Source: an optimization exercise on an open RTL-to-GDS flow (aim: small area and a short achievable clock period). Production flows keep margins and buffers that such runs may drop. Function was checked by simulation only, so behaviour that the tests miss may differ from the original.

## cpu_z80
module cpu_z80(
	input CLK,
	input nRESET,
	input wire [7:0] DATA_IN,
	output wire [7:0] DATA_OUT,
	output [15:0] ADDRESS,
	output reg nIORQ, nMREQ,
	output reg nRD, nWR,
	input nINT, nNMI
);
	reg [7:0] DATA_IN_REG;
	wire [6:0] T_STATE;
	wire [6:0] M_CYCLE;
	wire nINTCYCLE;
	wire NO_READ;
	wire WRITE;
	wire IORQ;
	tv80_core TV80( , IORQ, NO_READ, WRITE, , , , ADDRESS, DATA_OUT, M_CYCLE,
							T_STATE, nINTCYCLE, , , nRESET, CLK, 1'b1, 1'b1,
							nINT, nNMI, 1'b1, DATA_IN, DATA_IN_REG);
	always @(posedge CLK)
	begin
		if (!nRESET)
		begin
			nRD <= 1'b1;
			nWR <= 1'b1;
			nIORQ <= 1'b1;
			nMREQ <= 1'b1;
			DATA_IN_REG <= 8'b00000000;
		end
		else
		begin
			nRD <= 1'b1;
			nWR <= 1'b1;
			nIORQ <= 1'b1;
			nMREQ <= 1'b1;
			if (M_CYCLE[0])
			begin
				if (T_STATE[1])
				begin
					nRD <= ~nINTCYCLE;
					nMREQ <= ~nINTCYCLE;
					nIORQ <= nINTCYCLE;
				end
			end
			else
			begin
				if ((T_STATE[1]) && NO_READ == 1'b0 && WRITE == 1'b0)
				begin
					nRD <= 1'b0;
					nIORQ <= ~IORQ;
					nMREQ <= IORQ;
				end
				if ((T_STATE[1]) && WRITE == 1'b1)
				begin
  ...
Size in the first run: about 4200 cells after synthesis, ~40 I/O pins, about 0.035 mm^2 of cells after synthesis.
Settings: LEC_CHECK=0, CAP_MARGIN=30, CORE_MARGIN=2, CORE_UTILIZATION=40, CTS_BUF_LIST=sky130_fd_sc_hd__clkbuf_4, SLEW_MARGIN=30; clock period 11.0 ns.
standard.sh (not shown) runs the stock make flow with config.mk's settings and CLKGATE_MAP_FILE= SYNTH_SCRIPT=/design/flow/synth_recipe.tcl, a recipe that flattens the netlist after the stock synthesis.
==> flow/flow/run.sh <==
#!/bin/bash
set -euo pipefail
bash standard.sh SETUP_SLACK_MARGIN=6.25 "BUFFER_PORTS_ARGS=-buffer_cell sky130_fd_sc_hd__buf_4" finish > make.log 2>&1
The baseline finished clean.
Change:
==> flow/flow/run.sh (replaced) <==
#!/bin/bash
set -euo pipefail
bash standard.sh SETUP_SLACK_MARGIN=6 "BUFFER_PORTS_ARGS=-buffer_cell sky130_fd_sc_hd__buf_4" finish > make.log 2>&1
- CAP_MARGIN: 30 -> 10
- SLEW_MARGIN: 30 -> 10
What happened: Clock skew decreases by 0.039 ns. Fmax decreases by about 6.4%. Sequential cell count stays the same. Via count decreases by about 0.8%. Worst hold slack got worse by 0.063 ns.
Change:
- CAP_MARGIN: 10 -> 30
- SLEW_MARGIN: 10 -> 30
What happened:
- area after synthesis does not change
- routed wire length increases by about 0.8%
- clock skew is higher by 0.015 ns
- critical path depth increases by 3
- cell area went up by about 0.8%
- via count grows by about 0.55%
- count of clock-buffer cells in the layout fell by 9
- core utilization climbs by 0.37 points
- die area is unchanged

---

cpu_z80, a different RTL version from the one above (not shown whole).
Size in the first run: about 4300 cells after synthesis, about 40 I/O pins, about 34000 µm² of cells after synthesis.
==> flow/design.v (excerpt) <==
module cpu_z80(
	input CLK,
	input nRESET,
	input wire [7:0] DATA_IN,
	output wire [7:0] DATA_OUT,
	output [15:0] ADDRESS,
	output reg nIORQ, nMREQ,
	output reg nRD, nWR,
	input nINT, nNMI
);
export LEC_CHECK = 0
export CAP_MARGIN = 30
export CORE_MARGIN = 2
export CORE_UTILIZATION = 40
export SETUP_SLACK_MARGIN = 5
export SLEW_MARGIN = 30
create_clock -name core_clock -period 11.0 [get_ports {CLK}]
run.sh (not shown) runs the stock make flow with config.mk's settings and CLKGATE_MAP_FILE= SYNTH_SCRIPT=/design/flow/synth_recipe.tcl, a recipe that flattens the netlist after the stock synthesis.
Stock flow here: none of the scripts above is used.
==> next run, changes <==
--- a/flow/config.mk
+++ b/flow/config.mk
@@ -7,2 +7,3 @@
 export LEC_CHECK = 0
+export ABC_AREA = 1
 export CAP_MARGIN = 30
@@ -10,3 +11,2 @@
 export CORE_UTILIZATION = 40
-export SETUP_SLACK_MARGIN = 5
 export SLEW_MARGIN = 30
Core utilization goes down by 5.3 points.
Maximum frequency goes down by about 30%.
Global-route usage goes down by 1.3 points.

---

Setup of the reference run:
cpu_z80 again, from the RTL that the note above started with.
Settings: LEC_CHECK=0, CAP_MARGIN=30, CORE_MARGIN=2, CORE_UTILIZATION=40, SETUP_SLACK_MARGIN=3, SLEW_MARGIN=30; clock period 11.0 ns.
--- input diff the reference run..the trial run ---
- a deleted SETUP_SLACK_MARGIN that had been 3
Notes after the runs:
The trial run reached the final stage; the timing, DRC and antenna checks on its layout passed.
Final worst-path setup slack down 1.01 ns in the trial run wrt the reference run
The trial run vs. the reference run: sum of routed wire length over all layers -about 0.4%, worst hold slack saw little to no change.
The trial run vs the reference run: non-clock buffer count down in the trial run

-- what the ideal ports hide --
How much do the figures lean on ideal ports? The routed layouts below were timed once more, with nothing changed but the port constraints.
Step 1 (the two cells are an assumption about what drives the block):
set clk [get_ports {CLK}]
set_driving_cell -lib_cell sky130_fd_sc_hd__clkbuf_16 $clk
set_driving_cell -lib_cell sky130_fd_sc_hd__buf_2 [delete_from_list [all_inputs] $clk]
Step 2 times the ports against the registers' clock, not the clock port: input delays grow and output delays shrink by t, the midpoint of the rising clock arrivals with the driver on.
a / b / c = ideal ports / drivers / drivers and shift; a / b = the first two.
run | shift t [ns] | setup slack, ns | latest minus earliest clock arrival (ns) | cell pins on the clock port's net
the first run of note 1 | 1.126 | 6.159 / 6.159 / 5.084 | 0.126 / 0.126 | 1
the second run of note 1 | 1.091 | 5.828 / 5.828 / 4.856 | 0.084 / 0.085 | 1
the third run of note 1 | 1.127 | 5.942 / 5.966 / 4.844 | 0.099 / 0.099 | 1
the first run of note 2 | 0.667 | 4.567 / 4.567 / 4.567 | 0.031 / 0.030 | 1
the second run of note 2 | 0.686 | 2.014 / 2.014 / 2.014 | 0.050 / 0.049 | 1
the reference run | 0.670 | 3.001 / 3.001 / 3.001 | 0.053 / 0.053 | 1
the trial run | 0.672 | 1.991 / 1.991 / 1.991 | 0.053 / 0.052 | 1
After both steps setup and hold are still met in every run listed. For the third run of note 1, which loses most, drivers alone change the setup slack by +0.024 ns; drivers and shift together by -1.098 ns.
